From an optimization exercise on the open Yosys and OpenROAD flow, aimed at small area; shortcuts taken in it are not production practice.
Only simulation tests tie the RTL to the original design; equivalence was not proved.
Power and IR drop assume default switching activity.

==> flow/design.v (outline; a module is shown in full before it is edited, if it fits) <==
// module Main: 2623 lines
module Main(clk, vga_h_sync, vga_v_sync, vga_R, vga_G, vga_B, right, left, reset, start);
  // ...
==> flow/flow/run.sh <==
#!/bin/bash
# Layout flow: the standard flow (standard.sh) with these changes:
#  - synthesis: the logic is mapped with ABC's area-oriented mapper
#    (flow/abc_map.script) in place of ORFS's abc_area.script, and Yosys's
#    extract_fa (full/half adder extraction) is skipped; registers are made
#    exactly as in the standard synthesis;
#  - the port buffers are the smallest buffer;
#  - the clock tree is built from small clock buffers without dummy loads.
set -euo pipefail
HERE=$(pwd)
{
  cat <<EOT
proc abc {args} {
  set i [lsearch -exact \$args -script]
  if {\$i >= 0} { lset args [expr {\$i + 1}] $HERE/flow/abc_map.script }
  yosys abc {*}\$args
}
proc extract_fa {args} { puts "extract_fa skipped" }
EOT
  cat synth_recipe.tcl
} > my_synth.tcl
bash standard.sh SYNTH_SCRIPT=$HERE/my_synth.tcl synth > synth.log 2>&1
bash standard.sh "BUFFER_PORTS_ARGS=-buffer_cell sky130_fd_sc_hd__buf_1" \
  "CTS_ARGS=-sink_clustering_enable -repair_clock_nets -buf_list sky130_fd_sc_hd__clkbuf_8 -root_buf sky130_fd_sc_hd__clkbuf_8 -dont_use_dummy_load" \
  finish > layout.log 2>&1
==> flow/flow/abc_map.script <==
strash
dc2
dch
amap
topo
==> flow/standard.sh <==
#!/bin/bash
# synth_recipe.tcl (not shown) runs the flow's synth.tcl, then flattens the netlist and writes it again
# the make line also repeats each setting of config.mk as NAME=value (left out here)
make -C /OpenROAD-flow-scripts/flow DESIGN_CONFIG=/design/flow/config.mk WORK_HOME=/design/flow/orfs CLKGATE_MAP_FILE= SYNTH_SCRIPT=/design/flow/synth_recipe.tcl "${@:-finish}"
==> flow/config.mk <==
export PLATFORM = sky130hd
export DESIGN_NAME = Main
export DESIGN_NICKNAME = Main
export VERILOG_FILES = /design/flow/design.v
export SDC_FILE = /design/flow/constraint.sdc
export NUM_CORES = 4
export LEC_CHECK = 0
export ABC_AREA = 1
export CAP_MARGIN = 0
export CORE_MARGIN = 2
export CORE_UTILIZATION = 40
export PLACE_DENSITY = 0.6
export SLEW_MARGIN = 0
==> flow/constraint.sdc <==
create_clock -name core_clock -period 10.0 [get_ports {clk}]
set_input_delay 2.0000 -clock core_clock [delete_from_list [all_inputs] [get_ports {clk}]]
set_output_delay 2.0000 -clock core_clock [all_outputs]
set_load 0.01 [all_outputs]
==> impl_metrics.json, run 1 <==
{
  "run_status": "no timing/DRC/antenna violations",
  "power.density_nw_per_um2": 87.0,
  "final-instance-count-excl-fill": 1137,
  "timing.final.crit_share": 0.576,
  "globalplace.congestion": 1.04,
  "hold_depth": 2,
  "synthDominantCellAreaShare": 0.256,
  "power_clock_mw": 0.192,
  "routed_wire_length_on_met3_um": 2450,
  "cts_buffers": 9,
  "crit_cells": 25,
  "worst_hold_startpoint": "data[3]",
  "slew_viol_final": 0,
  "grtUsageMet1": 0.401,
  "p_seq_frac": 0.558,
  "routed-via-count": 7240,
  "ioPinCount": 10,
  "final-setup-viol-count": 0,
  "groute.usage.overall": 0.298,
  "worst_slack_ps": 4240,
  "cts_hold_repair.buffers": 0,
  "synth_xor_xnor_area_share": 0,
  "post_drt_via_cell_ratio": 6.37,
  "power.switching_fraction": 0.277,
  "max_freq_ghz": 0.174,
  "synth_edf_count": 0,
  "total_placed_cells_including_tap_cells": 1128,
  "finClkSkew_ps": 21.1,
  "ff2ff_path_depth": 25,
  "drc_errors": 0,
  "finish.instance_area_um2": 6210,
  "postRouteAntennaNets": 0,
  "die-area_um2": 15400,
  "synthesis.nets": 938,
  "hold_viol_final": 0
}
==> run 2: changes to the inputs <==
--- a/flow/config.mk
+++ b/flow/config.mk
@@ -9,5 +9,5 @@
 export CAP_MARGIN = 0
 export CORE_MARGIN = 2
-export CORE_UTILIZATION = 40
-export PLACE_DENSITY = 0.6
+export CORE_UTILIZATION = 65
+export PLACE_DENSITY = 0.75
 export SLEW_MARGIN = 0
==> run 2 against run 1 <==
  * Still clean
  * Global-route usage is 16 points higher
  * Power is 0.75% higher
  * Wire length is 1.8% higher
  * Sequential share of layout area is 0.41 points higher
  * Worst setup slack worse by 350 ps
  * Combinational power is 7.7% higher
  * Cell area is 1.7% lower
  * Critical path depth stayed put
  * Die area is 37% lower
  * Largest power group unchanged
==> impl_metrics.json, run 2 <==
{
  "die_h_um": 98.3,
  "cp_common_cell": "sky130_fd_sc_hd__nor2_1",
  "grt_max_degree": 33,
  "post-dp-hpwl_um": 16700,
  "timing.rr.end": "G",
  "synthDominantCellAreaShare": 0.256,
  "cp_data_required_time_ps": 10270,
  "fin_total_pwr_mw": 0.544,
  "timing_worst_slew_pin_value_ps": 923,
  "syn_avg_cell_area_um2": 6.19,
  "clock_latency_on_the_worst_skew_pair_ps": 380,
  "worst_min_path_class": "reg -> reg",
  "fin_hold_ws_ps": 450,
  "yosys-top-cells-count": "sky130_fd_sc_hd__nor2_1 (223), sky130_fd_sc_hd__clkinv_1 (119), sky130_fd_sc_hd__nand2_1 (94)",
  "critical_path_sink_type": "flop",
  "synth_edf_count": 0,
  "globalplace.congestion": 1.18,
  "grt_setup_unrepaired": "false",
  "run_status": "no timing/DRC/antenna violations",
  "top_regs": "sc (11), X (10)",
  "max_cap_violations": 0,
  "largest_register_ffs": 11,
  "cts_root_buf": "sky130_fd_sc_hd__clkbuf_8",
  "antennaDiodeCount": 0,
  "max_freq_ghz": 0.164,
  "grt_pass1_wl_um": 36000,
  "postRouteAntennaNets": 0,
  "cts_buffers": 9,
  "tritoncts": "done",
  "total_placed_cells_including_tap_cells": 1054,
  "finClkSkew_ps": 30.8,
  "mostFrequentLayoutCells": "sky130_fd_sc_hd__nor2_1 (223), sky130_fd_sc_hd__clkinv_1 (119), sky130_fd_sc_hd__nand2_1 (94), sky130_fd_sc_hd__o21ai_0 (84), sky130_fd_sc_hd__dfxtp_1 (74)",
  "htreeDepth": 3,
  "routed-via-count": 7761,
  "avgRoutedWirePerCell_um": 21.2,
  "final_nets": 962,
  "globalRoute.totalOverflow": 0,
  "clkSlewWorstSetupHoldPaths_ps": 90,
  "layout_min_cycle_time_ps": 6120,
  "die-area_um2": 9660,
  "final-instance-count-excl-fill": 1063,
  "hold_depth": 1,
  "async_reset_ff_frac": 0,
  "slowest_delay_ps": 730,
  "hold_viol_final": 0,
  "yosysSeqAreaShare": 0.256,
  "synth.cell_area_um2": 5780,
  "worst_slew_margin_rel": 0.378,
  "most_used_standard_cell_by_instance_count_after_synthesis": "sky130_fd_sc_hd__nor2_1",
  "final-setup-viol-count": 0,
  "drt_first_iter_violations": 1261,
  "netlist_top_cells_area": "sky130_fd_sc_hd__dfxtp_1 (26%), sky130_fd_sc_hd__nor2_1 (14%), sky130_fd_sc_hd__clkinv_1 (7.7%)",
  "wl_um": 22600,
  "irDropWorstVdd_uv": 86.2,
  "cts_hold_repair.buffers": 0,
  "slew_viol_final": 0,
  "netlist_instances": 933,
  "area_growth_syn_to_layout_pct": 5.59,
  "worstPathMaxFanout": 16,
  "ff2ff_path_depth": 25,
  "width_of_the_die_um": 98.3,
  "tns_ps": 0,
  "postCtsResizedCells": 0,
  "crit_path_start_kind": "flop",
  "layout_commonest_cell": "sky130_fd_sc_hd__nor2_1",
  "start_util": 0.666,
  "finish.instance_area_um2": 6100,
  "drc_errors": 0,
  "dr.pass1.iters": 9,
  "post_drt_via_cell_ratio": 7.30,
  "post_route_cells_drive_above_1_share": 0.0136,
  "post-synth-top-area-cell": "sky130_fd_sc_hd__dfxtp_1",
  "power.leakage_nw": 1.97,
  "worst_hold_startpoint": "R",
  "final.fill_count": 742,
  "multi_input_area_um2": 3850,
  "cts_setup_buffers": 0,
  "grt_pass1_vias": 7173,
  "synth-warning-count": 1,
  "synthesis.nets": 938,
  "power.density_nw_per_um2": 89.2,
  "final-seq-area_um2": 1480,
  "arrival_ps": 6380,
  "groute.usage.overall": 0.463,
  "criticalPathCategory": "reg -> reg",
  "core_area_um2": 8680,
  "critical_path.slowest_cell": "sky130_fd_sc_hd__dfxtp_1",
  "startpoint_of_the_worst_register_to_register_path": "X[6]",
  "netlist-cell-type-count": 54,
  "dominantRegCellSynth": "sky130_fd_sc_hd__dfxtp_1",
  "place.port_buffers": 9,
  "clkSinkCount": 74,
  "placement_rows": 34,
  "placement.cell_area_um2": 5980,
  "top_register": "sc",
  "cts-root-to-sink-buffers": 2,
  "initial_antenna_violation_count": 0,
  "flip_flop_and_latch_count_after_synthesis": 74,
  "timing.final.crit_share": 0.612,
  "regToRegSetupSlack_ps": 3880,
  "timing.hold.worst_endpoint": "vga_R",
  "ioPinCount": 10
}
==> run 2: cell counts after synthesis <==
No cell type changed its count.
==> run 2: critical path: cells and delay by family, from the launching register on <==
kind / cells / cell delay [ps]
flip-flops: 1 / 730
buffers and inverters: 3 / 940
AO/OA/AOI/OAI: 13 / 2360
AND/OR/NAND/NOR: 9 / 1990
==> run 2: per-layer routing <==
layer,GRT usage,vias to the layer above,wire [um]
li1,-,3429,-
met4,0.315,0,1950
met3,0.142,238,3500
met1,0.573,3332,7870
met2,0.688,762,9230
met5,0,-,0
==> run 2: stage by stage <==
step | utilization | setup slack (ps)
2_1_floorplan | - | 5680
3_3_place_gp | 0.689 | 4580
3_5_place_dp | 0.689 | 4270
4_1_cts | 0.703 | 4250
5_1_grt | 0.703 | 3530
6_report | 0.703 | 3880
==> run 2: report_power, final <==
part	switching [mW]	internal (mW)	leakage [nW]	total [mW]
logic	0.0372	0.0130	1.31	0.0501
clock network	0.112	0.0806	0.0647	0.193
registers	0.00386	0.297	0.598	0.301
total	0.153	0.391	1.97	0.544
==> run 2: worst max-delay path by stage <==
stage	slack, ps	startpoint	endpoint
3_5_place_dp	4270	X[6]	G
2_1_floorplan	5680	X[6]	G
5_1_grt	3530	X[6]	G
3_3_place_gp	4580	X[6]	G
6_report	3880	X[6]	G
4_1_cts	4250	X[6]	G
==> run 2: kinds of logic (layout without fill, tap and decap cells) <==
group | after synthesis | after routing | synth area share
AND/OR/NAND/NOR | 436 | 436 | 0.323
AO/OA/AOI/OAI | 304 | 304 | 0.343
buffers and inverters | 119 | 141 | 0.0773
flip-flops | 74 | 74 | 0.256
==> run 2: cell type report <==
cell class              count  area share
clock buffers               9      0.0203
multi-input cells         740       0.631
repair buffers             13      0.0105
well taps                 108      0.0221
flip-flops and latches     74       0.243
inverters                 119      0.0732
==> run 3: changes to the inputs <==
--- a/flow/config.mk
+++ b/flow/config.mk
@@ -7,7 +7,7 @@
 export LEC_CHECK = 0
 export ABC_AREA = 1
-export CAP_MARGIN = 0
+export CAP_MARGIN = 20
 export CORE_MARGIN = 2
-export CORE_UTILIZATION = 65
-export PLACE_DENSITY = 0.75
-export SLEW_MARGIN = 0
+export CORE_UTILIZATION = 55
+export PLACE_DENSITY = 0.7
+export SLEW_MARGIN = 20
==> run 3 against run 2 <==
  * Core utilization fell by 10 points
  * Die area rose by 17%
  * Combinational power rose by 2%
  * Area after synthesis did not move
  * Still clean
  * Worst setup slack got worse by 10 ps
  * Sequential power barely moved
  * Cell area rose by 0.82%
  * Via count fell by 0.67%
  * Clock-buffer cell count did not move
  * Critical endpoint unchanged
==> impl_metrics.json, run 3 <==
{
  "run_status": "no timing/DRC/antenna violations",
  "drt_first_iter_violations": 1291,
  "groute.usage.overall": 0.424,
  "grt_pass1_wl_um": 37400,
  "final-setup-viol-count": 0,
  "timing.rr.end": "G",
  "synthesis.nets": 938,
  "die_h_um": 106,
  "power_report.internal_total_mw": 0.391,
  "yosys-top-cells-count": "sky130_fd_sc_hd__nor2_1 (223), sky130_fd_sc_hd__clkinv_1 (119), sky130_fd_sc_hd__nand2_1 (94)",
  "grt_setup_unrepaired": "false",
  "final_nets": 964,
  "area_growth_syn_to_layout_pct": 6.45,
  "wl_um": 23800,
  "timing_worst_slew_pin_value_ps": 940,
  "grt_pass1_vias": 7178,
  "post-dp-hpwl_um": 17900,
  "cts_hold_repair.buffers": 0,
  "post_route_cells_drive_above_1_share": 0.0157,
  "place.port_buffers": 9,
  "startpoint_of_the_worst_register_to_register_path": "X[6]",
  "layout_commonest_cell": "sky130_fd_sc_hd__nor2_1",
  "post_drt_via_cell_ratio": 7.05,
  "irDropWorstVdd_uv": 85.6,
  "regToRegSetupSlack_ps": 3870,
  "mostFrequentLayoutCells": "sky130_fd_sc_hd__nor2_1 (223), sky130_fd_sc_hd__clkinv_1 (119), sky130_fd_sc_hd__nand2_1 (94), sky130_fd_sc_hd__o21ai_0 (84), sky130_fd_sc_hd__dfxtp_1 (74)",
  "syn_avg_cell_area_um2": 6.19,
  "fin_hold_ws_ps": 459,
  "netlist_instances": 933,
  "postCtsResizedCells": 0,
  "cts-root-to-sink-buffers": 2,
  "antennaDiodeCount": 0,
  "drc_errors": 0,
  "layout_min_cycle_time_ps": 6130,
  "width_of_the_die_um": 106,
  "detailedPlace.worstSlack_ps": 4300,
  "worst_slew_margin_rel": 0.365,
  "globalRoute.totalOverflow": 0,
  "critical_path_sink_type": "flop",
  "yosysSeqAreaShare": 0.256,
  "initial_antenna_violation_count": 0,
  "worst_slack_ps": 3870,
  "slew_viol_final": 0,
  "worstPathMaxFanout": 16,
  "cp_data_required_time_ps": 10250,
  "dominantRegCellSynth": "sky130_fd_sc_hd__dfxtp_1",
  "hold_viol_final": 0,
  "ff2ff_path_depth": 25,
  "synth-warning-count": 1,
  "globalplace.congestion": 1.07,
  "async_reset_ff_frac": 0,
  "postRouteAntennaNets": 0,
  "top_regs": "sc (11), X (10)",
  "clkSlewWorstSetupHoldPaths_ps": 80,
  "flip_flop_and_latch_count_after_synthesis": 74,
  "power_switching_mw": 0.155,
  "finClkSkew_ps": 28.5,
  "criticalPathCategory": "reg -> reg",
  "die-area_um2": 11300,
  "cts_root_buf": "sky130_fd_sc_hd__clkbuf_8",
  "most_used_standard_cell_by_instance_count_after_synthesis": "sky130_fd_sc_hd__nor2_1",
  "netlist-cell-type-count": 54,
  "worst_min_path_class": "reg -> reg",
  "cp-startpoint": "X[6]",
  "placement_rows": 37,
  "synth.cell_area_um2": 5780,
  "htreeDepth": 3,
  "largest_register_ffs": 11,
  "avgRoutedWirePerCell_um": 21.7,
  "power.density_nw_per_um2": 88.7,
  "start_util": 0.562,
  "arrival_ps": 6370,
  "core_area_um2": 10300,
  "post-synth-top-area-cell": "sky130_fd_sc_hd__dfxtp_1",
  "tns_ps": 0,
  "cts_setup_buffers": 0,
  "clkSinkCount": 74,
  "timing.final.crit_share": 0.613,
  "cts_buffers": 9,
  "netlist_top_cells_area": "sky130_fd_sc_hd__dfxtp_1 (26%), sky130_fd_sc_hd__nor2_1 (14%), sky130_fd_sc_hd__clkinv_1 (7.7%)",
  "power.switching_fraction": 0.284,
  "clock_latency_on_the_worst_skew_pair_ps": 370,
  "ioPinCount": 10,
  "max_cap_violations": 0,
  "grt_max_degree": 33,
  "routed-via-count": 7709,
  "power_frac_comb": 0.093,
  "p_seq_frac": 0.552,
  "synth_edf_count": 0,
  "max_freq_ghz": 0.163,
  "dr.pass1.iters": 8,
  "synthDominantCellAreaShare": 0.256,
  "tritoncts": "done",
  "top_register": "sc",
  "crit_end": "G",
  "crit_path_start_kind": "flop",
  "power.leakage_nw": 1.98,
  "clock_power_share": 0.354
}
[run 3: cell counts after synthesis]
No cell type changed its count.
[run 3: power groups by stage]
stage                     logic [mW]  registers (mW)  clock network [mW]
after CTS                     0.0476           0.301               0.190
after detailed placement      0.0474           0.308                   0
after global placement        0.0462           0.308                   0
after floorplan               0.0297           0.307                   0
final                         0.0510           0.302               0.193
after global routing          0.0540           0.302               0.202
[run 3: how the worst min path moves through the flow]
stage	from	end	slack (ps)	cells past startpoint
2_1_floorplan	B	vga_B	410	1
4_1_cts	R	vga_R	460	1
3_3_place_gp	data[3]	data[0]	440	2
3_5_place_dp	Unit[3]	Unit[3]	450	2
5_1_grt	G	vga_G	470	1
6_report	data[3]	data[0]	460	2
[run 3: layout make-up]
cell class,count,area (um2)
clock buffer,9,124
fill,997,4130
inverter,119,447
multi-input combinational,740,3850
sequential,74,1480
tap,136,170
timing repair buffer,15,78.8
[run 3: cell families after synthesis]
group / Yosys count / share of synthesized area
simple gates: 436 / 0.323
buf+inv: 119 / 0.0773
flops: 74 / 0.256
compound gates: 304 / 0.343
[run 3: per-stage QoR]
stage	util	instance area [um2]	cells	power, mW
2_1_floorplan	-	5780	933	0.336
3_3_place_gp	0.586	6030	1084	0.354
3_5_place_dp	0.586	6030	1084	0.356
4_1_cts	0.598	6150	1093	0.539
5_1_grt	0.598	6150	1093	0.557
6_report	0.598	6150	1093	0.546
[run 3: routing by layer]
| layer | up-vias | share of wire | global-route usage |
|---|---|---|---|
| met5 | - | 0 | 0 |
| met4 | 0 | 0.066 | 0.212 |
| met3 | 176 | 0.13 | 0.112 |
| met2 | 673 | 0.42 | 0.666 |
| met1 | 3427 | 0.38 | 0.536 |
| li1 | 3433 | - | - |
[run 3: worst max-delay path: stages (launching register included)]
cell and delay, ps:
sky130_fd_sc_hd__dfxtp_1 700, sky130_fd_sc_hd__clkinv_1 620, sky130_fd_sc_hd__nor2_1 450, sky130_fd_sc_hd__clkinv_1 150, sky130_fd_sc_hd__a21oi_1 230, sky130_fd_sc_hd__a31oi_1 90, sky130_fd_sc_hd__nand3_1 170, sky130_fd_sc_hd__o211ai_1 240
sky130_fd_sc_hd__o21ai_0 190, sky130_fd_sc_hd__o21ai_0 170, sky130_fd_sc_hd__nor2_1 240, sky130_fd_sc_hd__clkinv_1 140, sky130_fd_sc_hd__nor2_1 100, sky130_fd_sc_hd__a21oi_1 60, sky130_fd_sc_hd__o21ai_0 540, sky130_fd_sc_hd__nor2_1 130
sky130_fd_sc_hd__o32ai_1 170, sky130_fd_sc_hd__nand2_1 110, sky130_fd_sc_hd__o221ai_1 160, sky130_fd_sc_hd__o21a_1 170, sky130_fd_sc_hd__o22a_1 150, sky130_fd_sc_hd__a31oi_1 50, sky130_fd_sc_hd__nor4_1 580, sky130_fd_sc_hd__nor3_1 80
sky130_fd_sc_hd__nor3b_1 170, sky130_fd_sc_hd__a21o_1 160
==> run 4: changes to the inputs <==
--- a/flow/config.mk
+++ b/flow/config.mk
@@ -9,5 +9,5 @@
 export CAP_MARGIN = 20
 export CORE_MARGIN = 2
-export CORE_UTILIZATION = 55
-export PLACE_DENSITY = 0.7
+export CORE_UTILIZATION = 40
+export PLACE_DENSITY = 0.6
 export SLEW_MARGIN = 20
==> run 4 against run 3 <==
  * Sequential power barely moved
  * Flip-flop and latch count is the same
  * Highest routed layer unchanged
  * Fmax up 6.3%
==> impl_metrics.json, run 4 <==
{
  "run_status": "no timing/DRC/antenna violations",
  "post-synth-top-area-cell": "sky130_fd_sc_hd__dfxtp_1",
  "timing_worst_slew_pin_value_ps": 805,
  "crit_path_start_kind": "flop",
  "flip_flop_and_latch_count_after_synthesis": 74,
  "netlist_instances": 933,
  "post_route_cells_drive_above_1_share": 0.0157,
  "postCtsResizedCells": 0,
  "clkSlewWorstSetupHoldPaths_ps": 90,
  "syn_avg_cell_area_um2": 6.19,
  "irDropWorstVdd_uv": 56.6,
  "slew_viol_final": 0,
  "fin_total_pwr_mw": 0.540,
  "worst_min_path_class": "reg -> reg",
  "core_area_um2": 14000,
  "cts_setup_buffers": 0,
  "groute.usage.overall": 0.298,
  "critical_path_sink_type": "flop",
  "die-area_um2": 15400,
  "die_h_um": 124,
  "wl_um": 22200,
  "grt_pass1_vias": 6410,
  "ff2ff_path_depth": 25,
  "drc_errors": 0,
  "avgRoutedWirePerCell_um": 19.5,
  "postRouteAntennaNets": 0,
  "synthDominantCellAreaShare": 0.256,
  "grt_max_degree": 33,
  "async_reset_ff_frac": 0,
  "initial_antenna_violation_count": 0,
  "final-seq-area_um2": 1480,
  "mostFrequentLayoutCells": "sky130_fd_sc_hd__nor2_1 (223), sky130_fd_sc_hd__clkinv_1 (119), sky130_fd_sc_hd__nand2_1 (94), sky130_fd_sc_hd__o21ai_0 (84), sky130_fd_sc_hd__dfxtp_1 (74)",
  "multi_input_area_um2": 3850,
  "finish.instance_area_um2": 6210,
  "place.port_buffers": 9,
  "globalRoute.totalOverflow": 0,
  "globalplace.congestion": 1.04,
  "final_nets": 964,
  "timing.final.crit_share": 0.576,
  "tns_ps": 0,
  "netlist_top_cells_area": "sky130_fd_sc_hd__dfxtp_1 (26%), sky130_fd_sc_hd__nor2_1 (14%), sky130_fd_sc_hd__clkinv_1 (7.7%)",
  "top_regs": "sc (11), X (10)",
  "netlist-cell-type-count": 54,
  "worstPathMaxFanout": 16,
  "post-route-util": 0.444,
  "dominantRegCellSynth": "sky130_fd_sc_hd__dfxtp_1",
  "power.density_nw_per_um2": 87.0,
  "grt_setup_unrepaired": "false",
  "most_used_standard_cell_by_instance_count_after_synthesis": "sky130_fd_sc_hd__nor2_1",
  "largest_register_ffs": 11,
  "cts_root_buf": "sky130_fd_sc_hd__clkbuf_8",
  "layout_commonest_cell": "sky130_fd_sc_hd__nor2_1",
  "ioPinCount": 10,
  "clkSinkCount": 74,
  "placement.cell_area_um2": 6080,
  "cts-root-to-sink-buffers": 2,
  "hold_depth": 2,
  "grt_pass1_wl_um": 34900,
  "synth-warning-count": 1,
  "cts_buffers": 9,
  "drt_first_iter_violations": 1032,
  "synthesis.nets": 938,
  "start_util": 0.413,
  "finClkSkew_ps": 21.1,
  "criticalPathCategory": "reg -> reg",
  "max_freq_ghz": 0.174,
  "area_growth_syn_to_layout_pct": 7.41,
  "yosys-top-cells-count": "sky130_fd_sc_hd__nor2_1 (223), sky130_fd_sc_hd__clkinv_1 (119), sky130_fd_sc_hd__nand2_1 (94)",
  "cp_data_required_time_ps": 10270,
  "antennaDiodeCount": 0,
  "post_drt_via_cell_ratio": 6.37,
  "top_register": "sc",
  "layout_min_cycle_time_ps": 5760,
  "htreeDepth": 3,
  "final-setup-viol-count": 0,
  "width_of_the_die_um": 124,
  "synth.cell_area_um2": 5780,
  "tritoncts": "done",
  "yosysSeqAreaShare": 0.256,
  "clock_latency_on_the_worst_skew_pair_ps": 380,
  "dr.pass1.iters": 6,
  "cts_hold_repair.buffers": 0,
  "arrival_ps": 6040,
  "worst_slew_margin_rel": 0.449,
  "routed-via-count": 7240,
  "post-dp-hpwl_um": 16700,
  "placement_rows": 43,
  "power.leakage_nw": 1.98,
  "max_cap_violations": 0,
  "final.fill_count": 1508,
  "synth_edf_count": 0,
  "hold_viol_final": 0
}
run 4: kinds of logic after synthesis:
| family | share of synthesized area |
|---|---|
| simple gates | 0.323 |
| compound gates | 0.343 |
| buf+inv | 0.0773 |
| flops | 0.256 |
run 4: per-stage QoR:
step	worst slack [ps]	hold WS [ps]	instances
2_1_floorplan	5680	414	933
3_3_place_gp	4730	442	1128
3_5_place_dp	4530	445	1128
4_1_cts	4470	456	1137
5_1_grt	3740	474	1137
6_report	4240	454	1137
run 4: worst max-delay path: stages, from the launching register on:
cell and delay, ps:
sky130_fd_sc_hd__dfxtp_1 740, sky130_fd_sc_hd__clkinv_1 630, sky130_fd_sc_hd__nor2_1 460, sky130_fd_sc_hd__clkinv_1 160, sky130_fd_sc_hd__a21oi_1 190, sky130_fd_sc_hd__a31oi_1 60, sky130_fd_sc_hd__nand3_1 180, sky130_fd_sc_hd__o211ai_1 250
sky130_fd_sc_hd__o21ai_0 190, sky130_fd_sc_hd__o21ai_0 170, sky130_fd_sc_hd__nor2_1 200, sky130_fd_sc_hd__clkinv_1 110, sky130_fd_sc_hd__nor2_1 100, sky130_fd_sc_hd__a21oi_1 60, sky130_fd_sc_hd__o21ai_0 500, sky130_fd_sc_hd__nor2_1 110
sky130_fd_sc_hd__o32ai_1 130, sky130_fd_sc_hd__nand2_1 90, sky130_fd_sc_hd__o221ai_1 150, sky130_fd_sc_hd__o21a_1 150, sky130_fd_sc_hd__o22a_1 130, sky130_fd_sc_hd__a31oi_1 50, sky130_fd_sc_hd__nor4_1 460, sky130_fd_sc_hd__nor3_1 70
sky130_fd_sc_hd__nor3b_1 150, sky130_fd_sc_hd__a21o_1 150
run 4: worst paths after layout:
path | from | end | slack (ps)
worst max-delay path | X[6] | G | 4240
worst min-delay path | data[3] | data[0] | 450
worst max register to register | X[6] | G | 4240
worst min register to register | data[3] | data[0] | 450
run 4: per-layer routing:
layer | up-vias | track usage | wire (um)
li1 | 3449 | - | -
met1 | 3268 | 0.401 | 9290
met2 | 422 | 0.432 | 9330
met3 | 101 | 0.0806 | 2450
met4 | 0 | 0.157 | 1090
met5 | - | 0 | 0
run 4: area by class of cell:
cell class	count	share of cell area
Multi-Input combinational cell	740	0.620
Tap cell	180	0.0363
Clock buffer	9	0.0200
Sequential cell	74	0.239
Inverter	119	0.0720
Timing Repair Buffer	15	0.0127
run 4: where the power goes:
group | switching [mW] | internal [mW] | leakage [nW] | total, mW
sequential | 0.00387 | 0.297 | 0.598 | 0.301
clock | 0.112 | 0.0805 | 0.0647 | 0.192
combinational | 0.0341 | 0.0124 | 1.32 | 0.0465
==> run 5: changes to the inputs <==
--- a/flow/flow/run.sh
+++ b/flow/flow/run.sh
@@ -22,4 +22,4 @@
 bash standard.sh SYNTH_SCRIPT=$HERE/my_synth.tcl synth > synth.log 2>&1
 bash standard.sh "BUFFER_PORTS_ARGS=-buffer_cell sky130_fd_sc_hd__buf_1" \
-  "CTS_ARGS=-sink_clustering_enable -repair_clock_nets -buf_list sky130_fd_sc_hd__clkbuf_8 -root_buf sky130_fd_sc_hd__clkbuf_8 -dont_use_dummy_load" \
+  "CTS_ARGS=-repair_clock_nets -buf_list sky130_fd_sc_hd__clkbuf_8 -root_buf sky130_fd_sc_hd__clkbuf_8 -dont_use_dummy_load" \
   finish > layout.log 2>&1
==> run 5 against run 4 <==
  * Final cell count stayed put
  * Critical endpoint unchanged
  * Global-route usage unchanged
  * Register-to-register slack about the same
==> impl_metrics.json, run 5 <==
{
  "width_of_the_die_um": 124,
  "place.port_buffers": 9,
  "mostFrequentLayoutCells": "sky130_fd_sc_hd__nor2_1 (223), sky130_fd_sc_hd__clkinv_1 (119), sky130_fd_sc_hd__nand2_1 (94), sky130_fd_sc_hd__o21ai_0 (84), sky130_fd_sc_hd__dfxtp_1 (74)",
  "max_freq_ghz": 0.174,
  "antennaDiodeCount": 0,
  "post-route-util": 0.444,
  "initial_antenna_violation_count": 0,
  "cts-root-to-sink-buffers": 2,
  "final_nets": 964,
  "dr.pass1.iters": 6,
  "globalRoute.totalOverflow": 0,
  "post-synth-top-area-cell": "sky130_fd_sc_hd__dfxtp_1",
  "grt_max_degree": 33,
  "worstPathMaxFanout": 16,
  "wl_um": 22200,
  "post-dp-hpwl_um": 16700,
  "most_used_standard_cell_by_instance_count_after_synthesis": "sky130_fd_sc_hd__nor2_1",
  "yosys-top-cells-count": "sky130_fd_sc_hd__nor2_1 (223), sky130_fd_sc_hd__clkinv_1 (119), sky130_fd_sc_hd__nand2_1 (94)",
  "groute.usage.overall": 0.298,
  "top_register": "sc",
  "postCtsResizedCells": 0,
  "avgRoutedWirePerCell_um": 19.5,
  "tritoncts": "done",
  "clkSinkCount": 74,
  "global_route.usage.met2": 0.432,
  "die-area_um2": 15400,
  "grtUsageMet1": 0.401,
  "finish.instance_area_um2": 6210,
  "synth.cell_area_um2": 5780,
  "grt_pass1_wl_um": 34900,
  "run_status": "no timing/DRC/antenna violations",
  "drt_first_iter_violations": 1032,
  "slowest_delay_ps": 740,
  "layout_commonest_cell": "sky130_fd_sc_hd__nor2_1",
  "core_area_um2": 14000,
  "cts_root_buf": "sky130_fd_sc_hd__clkbuf_8",
  "final-setup-viol-count": 0,
  "synthDominantCellAreaShare": 0.256,
  "critical_path_sink_type": "flop",
  "grt.met3_usage": 0.0806,
  "yosysSeqAreaShare": 0.256,
  "cp_data_required_time_ps": 10270,
  "drc_errors": 0,
  "power.density_nw_per_um2": 87.0,
  "cp_common_cell": "sky130_fd_sc_hd__nor2_1",
  "placement.cell_area_um2": 6080,
  "post_drt_via_cell_ratio": 6.37,
  "final-seq-area_um2": 1480,
  "irDropWorstVdd_uv": 56.6,
  "critical_path.slowest_cell": "sky130_fd_sc_hd__dfxtp_1",
  "die_h_um": 124,
  "cts_hold_repair.buffers": 0,
  "worst_slew_margin_rel": 0.449,
  "netlist_instances": 933,
  "syn_avg_cell_area_um2": 6.19,
  "top_regs": "sc (11), X (10)",
  "postRouteAntennaNets": 0,
  "power.leakage_nw": 1.98,
  "crit_path_start_kind": "flop",
  "async_reset_ff_frac": 0,
  "slew_viol_final": 0,
  "grt_setup_unrepaired": "false",
  "clkSlewWorstSetupHoldPaths_ps": 90,
  "criticalPathCategory": "reg -> reg",
  "netlist-cell-type-count": 54,
  "synthesis.nets": 938,
  "largest_register_ffs": 11,
  "grt_pass1_vias": 6410,
  "arrival_ps": 6040,
  "start_util": 0.413,
  "tns_ps": 0,
  "ioPinCount": 10,
  "clock_latency_on_the_worst_skew_pair_ps": 380,
  "cts_setup_buffers": 0,
  "routed-via-count": 7240,
  "worst_min_path_class": "reg -> reg",
  "timing_worst_slew_pin_value_ps": 805,
  "hold_viol_final": 0,
  "layout_min_cycle_time_ps": 5760,
  "htreeDepth": 3,
  "flip_flop_and_latch_count_after_synthesis": 74,
  "synth_edf_count": 0,
  "finClkSkew_ps": 21.1,
  "globalplace.congestion": 1.04,
  "max_cap_violations": 0,
  "timing.final.crit_share": 0.576,
  "dominantRegCellSynth": "sky130_fd_sc_hd__dfxtp_1",
  "synth-warning-count": 1,
  "final.fill_count": 1508,
  "post_route_cells_drive_above_1_share": 0.0157,
  "placement_rows": 43,
  "netlist_top_cells_area": "sky130_fd_sc_hd__dfxtp_1 (26%), sky130_fd_sc_hd__nor2_1 (14%), sky130_fd_sc_hd__clkinv_1 (7.7%)",
  "multi_input_area_um2": 3850,
  "globalRoute.busiestLayer": "met2",
  "cts_buffers": 9,
  "area_growth_syn_to_layout_pct": 7.41
}
run 5: cell counts in the layout (fill, tap and decap cells not counted):
Identical to the previous run, type by type.
run 5: cells by family (layout without fill, tap and decap cells):
family	count (synthesis)	after routing	share of synthesized area
simple gates	436	436	0.323
flops	74	74	0.256
buf+inv	119	143	0.0773
compound gates	304	304	0.343
run 5: through the flow:
step	setup slack [ps]	hold slack (ps)	cells	power, mW
global placement	4730	442	1128	0.353
detailed placement	4530	445	1128	0.353
floorplan	5680	414	933	0.336
global route	3740	474	1137	0.559
finish	4240	454	1137	0.540
CTS	4470	456	1137	0.542
run 5: layout make-up:
| cell class | instances | share of cell area |
|---|---|---|
| tap | 180 | 0.0363 |
| sequential | 74 | 0.239 |
| multi-input combinational | 740 | 0.620 |
| timing repair buffer | 15 | 0.0127 |
| clock buffer | 9 | 0.0200 |
| inverter | 119 | 0.0720 |
run 5: worst paths after layout:
check	startpoint	to	slack, ps	cells past startpoint
max reg2reg	X[6]	G	4240	25
max	X[6]	G	4240	25
min	data[3]	data[0]	450	2
min reg2reg	data[3]	data[0]	450	2
run 5: metal layers:
layer  share of wire  vias to the layer above
met1            0.42                     3268
li1                -                     3449
met5               0                        -
met2            0.42                      422
met4           0.049                        0
met3            0.11                      101
run 5: worst max-delay path: cells and delay by family (launching register included):
| family | cells | cell delay, ps |
|---|---|---|
| buffers and inverters | 3 | 900 |
| and+or+nand+nor | 9 | 1820 |
| DFF | 1 | 740 |
| AOI/OAI and AO/OA | 13 | 2180 |
run 5: report_power, final:
group          leakage, nW  internal (mW)  switching (mW)
registers            0.598          0.297         0.00387
logic                 1.32         0.0124          0.0341
clock network       0.0647         0.0805           0.112
total                 1.98          0.390           0.150
==> run 6: changes to the inputs <==
--- a/flow/flow/run.sh
+++ b/flow/flow/run.sh
@@ -22,4 +22,4 @@
 bash standard.sh SYNTH_SCRIPT=$HERE/my_synth.tcl synth > synth.log 2>&1
 bash standard.sh "BUFFER_PORTS_ARGS=-buffer_cell sky130_fd_sc_hd__buf_1" \
-  "CTS_ARGS=-repair_clock_nets -buf_list sky130_fd_sc_hd__clkbuf_8 -root_buf sky130_fd_sc_hd__clkbuf_8 -dont_use_dummy_load" \
+  "CTS_ARGS=-sink_clustering_enable -repair_clock_nets -buf_list sky130_fd_sc_hd__clkbuf_4 -root_buf sky130_fd_sc_hd__clkbuf_8 -dont_use_dummy_load -sink_clustering_size 10 -sink_clustering_max_diameter 50 -balance_levels" \
   finish > layout.log 2>&1
==> run 6 against run 5 <==
  * Still clean
  * Area after synthesis did not move
  * Clock-buffer cell count did not move
  * Clock power barely moved
  * Global-route usage did not move
  * Sequential power barely moved
  * Worst hold slack did not move
  * First-iteration DRC count did not move
  * Via count did not move
  * Wire length did not move
  * Largest cell class unchanged
==> impl_metrics.json, run 6 <==
{
  "most_used_standard_cell_by_instance_count_after_synthesis": "sky130_fd_sc_hd__nor2_1",
  "netlist_top_cells_area": "sky130_fd_sc_hd__dfxtp_1 (26%), sky130_fd_sc_hd__nor2_1 (14%), sky130_fd_sc_hd__clkinv_1 (7.7%)",
  "worst_slack_ps": 4240,
  "netlist-cell-type-count": 54,
  "worst_min_path_class": "reg -> reg",
  "placement.cell_area_um2": 6080,
  "cpLargestDelayFamily": "compound AO/OA/AOI/OAI gates",
  "globalRoute.totalOverflow": 0,
  "antennaDiodeCount": 0,
  "post_drt_via_cell_ratio": 6.37,
  "routed-via-count": 7240,
  "netlist_instances": 933,
  "mostFrequentLayoutCells": "sky130_fd_sc_hd__nor2_1 (223), sky130_fd_sc_hd__clkinv_1 (119), sky130_fd_sc_hd__nand2_1 (94), sky130_fd_sc_hd__o21ai_0 (84), sky130_fd_sc_hd__dfxtp_1 (74)",
  "post_route_cells_drive_above_1_share": 0.0157,
  "dominantRegCellSynth": "sky130_fd_sc_hd__dfxtp_1",
  "synthDominantCellAreaShare": 0.256,
  "cp_data_required_time_ps": 10270,
  "slew_viol_final": 0,
  "final-instance-count-excl-fill": 1137,
  "wl_um": 22200,
  "max_cap_violations": 0,
  "synth.cell_area_um2": 5780,
  "cts_hold_repair.buffers": 0,
  "critical_path.slowest_cell": "sky130_fd_sc_hd__dfxtp_1",
  "cts_setup_buffers": 0,
  "layout_min_cycle_time_ps": 5760,
  "tritoncts": "done",
  "area_growth_syn_to_layout_pct": 7.41,
  "final-seq-area_um2": 1480,
  "globalplace.congestion": 1.04,
  "worst_slew_margin_rel": 0.449,
  "async_reset_ff_frac": 0,
  "detailedPlace.worstSlack_ps": 4530,
  "drc_errors": 0,
  "dr.pass1.iters": 6,
  "post-synth-top-area-cell": "sky130_fd_sc_hd__dfxtp_1",
  "ioPinCount": 10,
  "die-area_um2": 15400,
  "syn_avg_cell_area_um2": 6.19,
  "criticalPathCategory": "reg -> reg",
  "top_regs": "sc (11), X (10)",
  "timing.final.crit_share": 0.576,
  "worstPathMaxFanout": 16,
  "slowest_delay_ps": 740,
  "final-setup-viol-count": 0,
  "critical_path_sink_type": "flop",
  "final.fill_count": 1508,
  "drt_first_iter_violations": 1032,
  "irDropWorstVdd_uv": 56.6,
  "max_freq_ghz": 0.174,
  "clkSinkCount": 74,
  "die_h_um": 124,
  "postRouteAntennaNets": 0,
  "cp_common_cell": "sky130_fd_sc_hd__nor2_1",
  "tns_ps": 0,
  "run_status": "no timing/DRC/antenna violations",
  "core_area_um2": 14000,
  "clock_latency_on_the_worst_skew_pair_ps": 380,
  "grt_max_degree": 33,
  "top_register": "sc",
  "place.port_buffers": 9,
  "timing_worst_slew_pin_value_ps": 805,
  "post-dp-hpwl_um": 16700,
  "grt_pass1_wl_um": 34900,
  "cts_buffers": 9,
  "hold_viol_final": 0,
  "finish.instance_area_um2": 6210,
  "cts_root_buf": "sky130_fd_sc_hd__clkbuf_8",
  "multi_input_area_um2": 3850,
  "worst-path-buf-inv": 3,
  "power.density_nw_per_um2": 87.0,
  "layout_commonest_cell": "sky130_fd_sc_hd__nor2_1",
  "cts-root-to-sink-buffers": 2,
  "placement_rows": 43,
  "grt_pass1_vias": 6410,
  "power.leakage_nw": 1.98,
  "yosysSeqAreaShare": 0.256,
  "width_of_the_die_um": 124,
  "flip_flop_and_latch_count_after_synthesis": 74,
  "avgRoutedWirePerCell_um": 19.5,
  "synth-warning-count": 1,
  "start_util": 0.413,
  "htreeDepth": 3,
  "finClkSkew_ps": 21.1,
  "synthesis.nets": 938,
  "clkSlewWorstSetupHoldPaths_ps": 90,
  "crit_path_start_kind": "flop",
  "synth_edf_count": 0,
  "final_nets": 964,
  "arrival_ps": 6040,
  "largest_register_ffs": 11,
  "postCtsResizedCells": 0,
  "groute.usage.overall": 0.298,
  "total_placed_cells_including_tap_cells": 1128,
  "yosys-top-cells-count": "sky130_fd_sc_hd__nor2_1 (223), sky130_fd_sc_hd__clkinv_1 (119), sky130_fd_sc_hd__nand2_1 (94)",
  "grt_setup_unrepaired": "false",
  "initial_antenna_violation_count": 0
}
-- run 6: metal layers --
metal / vias to the layer above / GRT usage / routed length [um]
li1: 3449 / - / -
met1: 3268 / 0.401 / 9290
met2: 422 / 0.432 / 9330
met3: 101 / 0.0806 / 2450
met4: 0 / 0.157 / 1090
met5: - / 0 / 0
-- run 6: power by group --
group	internal, mW	leakage [nW]	switching, mW
registers	0.297	0.598	0.00387
clock network	0.0805	0.0647	0.112
logic	0.0124	1.32	0.0341
-- run 6: worst register-to-register path, stage by stage (launching register included) --
cell	delay, ps
sky130_fd_sc_hd__dfxtp_1	740
sky130_fd_sc_hd__clkinv_1	630
sky130_fd_sc_hd__nor2_1	460
sky130_fd_sc_hd__clkinv_1	160
sky130_fd_sc_hd__a21oi_1	190
sky130_fd_sc_hd__a31oi_1	60
sky130_fd_sc_hd__nand3_1	180
sky130_fd_sc_hd__o211ai_1	250
sky130_fd_sc_hd__o21ai_0	190
sky130_fd_sc_hd__o21ai_0	170
sky130_fd_sc_hd__nor2_1	200
sky130_fd_sc_hd__clkinv_1	110
sky130_fd_sc_hd__nor2_1	100
sky130_fd_sc_hd__a21oi_1	60
sky130_fd_sc_hd__o21ai_0	500
sky130_fd_sc_hd__nor2_1	110
sky130_fd_sc_hd__o32ai_1	130
sky130_fd_sc_hd__nand2_1	90
sky130_fd_sc_hd__o221ai_1	150
sky130_fd_sc_hd__o21a_1	150
sky130_fd_sc_hd__o22a_1	130
sky130_fd_sc_hd__a31oi_1	50
sky130_fd_sc_hd__nor4_1	460
sky130_fd_sc_hd__nor3_1	70
sky130_fd_sc_hd__nor3b_1	150
sky130_fd_sc_hd__a21o_1	150
-- run 6: final cells by class --
cell class / instances / share of cell area
clock buffers: 9 / 0.0200
inverters: 119 / 0.0720
multi-input cells: 740 / 0.620
flip-flops and latches: 74 / 0.239
well taps: 180 / 0.0363
repair buffers: 15 / 0.0127
-- run 6: cells by family after synthesis --
| family | after synthesis | share of synthesized area |
|---|---|---|
| and+or+nand+nor | 436 | 0.323 |
| AOI/OAI and AO/OA | 304 | 0.343 |
| DFF | 74 | 0.256 |
| buffers and inverters | 119 | 0.0773 |
-- run 6: metrics by stage --
stage / utilization / total power [mW] / hold WS, ps
2_1_floorplan: - / 0.336 / 414
3_3_place_gp: 0.435 / 0.353 / 442
4_1_cts: 0.444 / 0.542 / 456
6_report: 0.444 / 0.540 / 454
3_5_place_dp: 0.435 / 0.353 / 445
5_1_grt: 0.444 / 0.559 / 474
-- run 6: worst paths after layout --
path              startpoint  depth (start not counted)  slack (ps)      end
setup / recovery        X[6]                         25        4240        G
hold reg to reg      data[3]                          2         450  data[0]
setup reg to reg        X[6]                         25        4240        G
hold / removal       data[3]                          2         450  data[0]

## what the ideal ports hide
The results above use ideal ports. As a check the final layouts listed here were re-extracted and re-timed, cells and wires unchanged. Step 1 (the two cells are an assumption about what drives the block):
set clk [get_ports {clk}]
set_driving_cell -lib_cell sky130_fd_sc_hd__clkbuf_16 $clk
set_driving_cell -lib_cell sky130_fd_sc_hd__buf_2 [delete_from_list [all_inputs] $clk]
Step 2, shift: input delay + t, output delay - t, t = (earliest + latest rising clock arrival at the registers) / 2. This alone moves slack from input paths to output paths. Three values: no drivers, after step 1, after step 2; two values: the first two.
| run | shift t [ns] | slack for setup (ns) | latest minus earliest clock arrival (ns) | worst register clock-pin slew, ns |
|---|---|---|---|---|
| run 1 | 0.411 | 4.238 / 4.238 / 4.238 | 0.021 / 0.021 | 0.09 / 0.09 |
| run 2 | 0.398 | 3.884 / 3.884 / 3.884 | 0.031 / 0.031 | 0.09 / 0.09 |
| run 3 | 0.392 | 3.874 / 3.874 / 3.874 | 0.029 / 0.029 | 0.09 / 0.09 |
| run 4 | 0.411 | 4.238 / 4.238 / 4.238 | 0.021 / 0.021 | 0.09 / 0.09 |
| run 5 | 0.411 | 4.238 / 4.238 / 4.238 | 0.021 / 0.021 | 0.09 / 0.09 |
| run 6 | 0.411 | 4.238 / 4.238 / 4.238 | 0.021 / 0.021 | 0.09 / 0.09 |
After both steps every run listed still meets setup and hold.
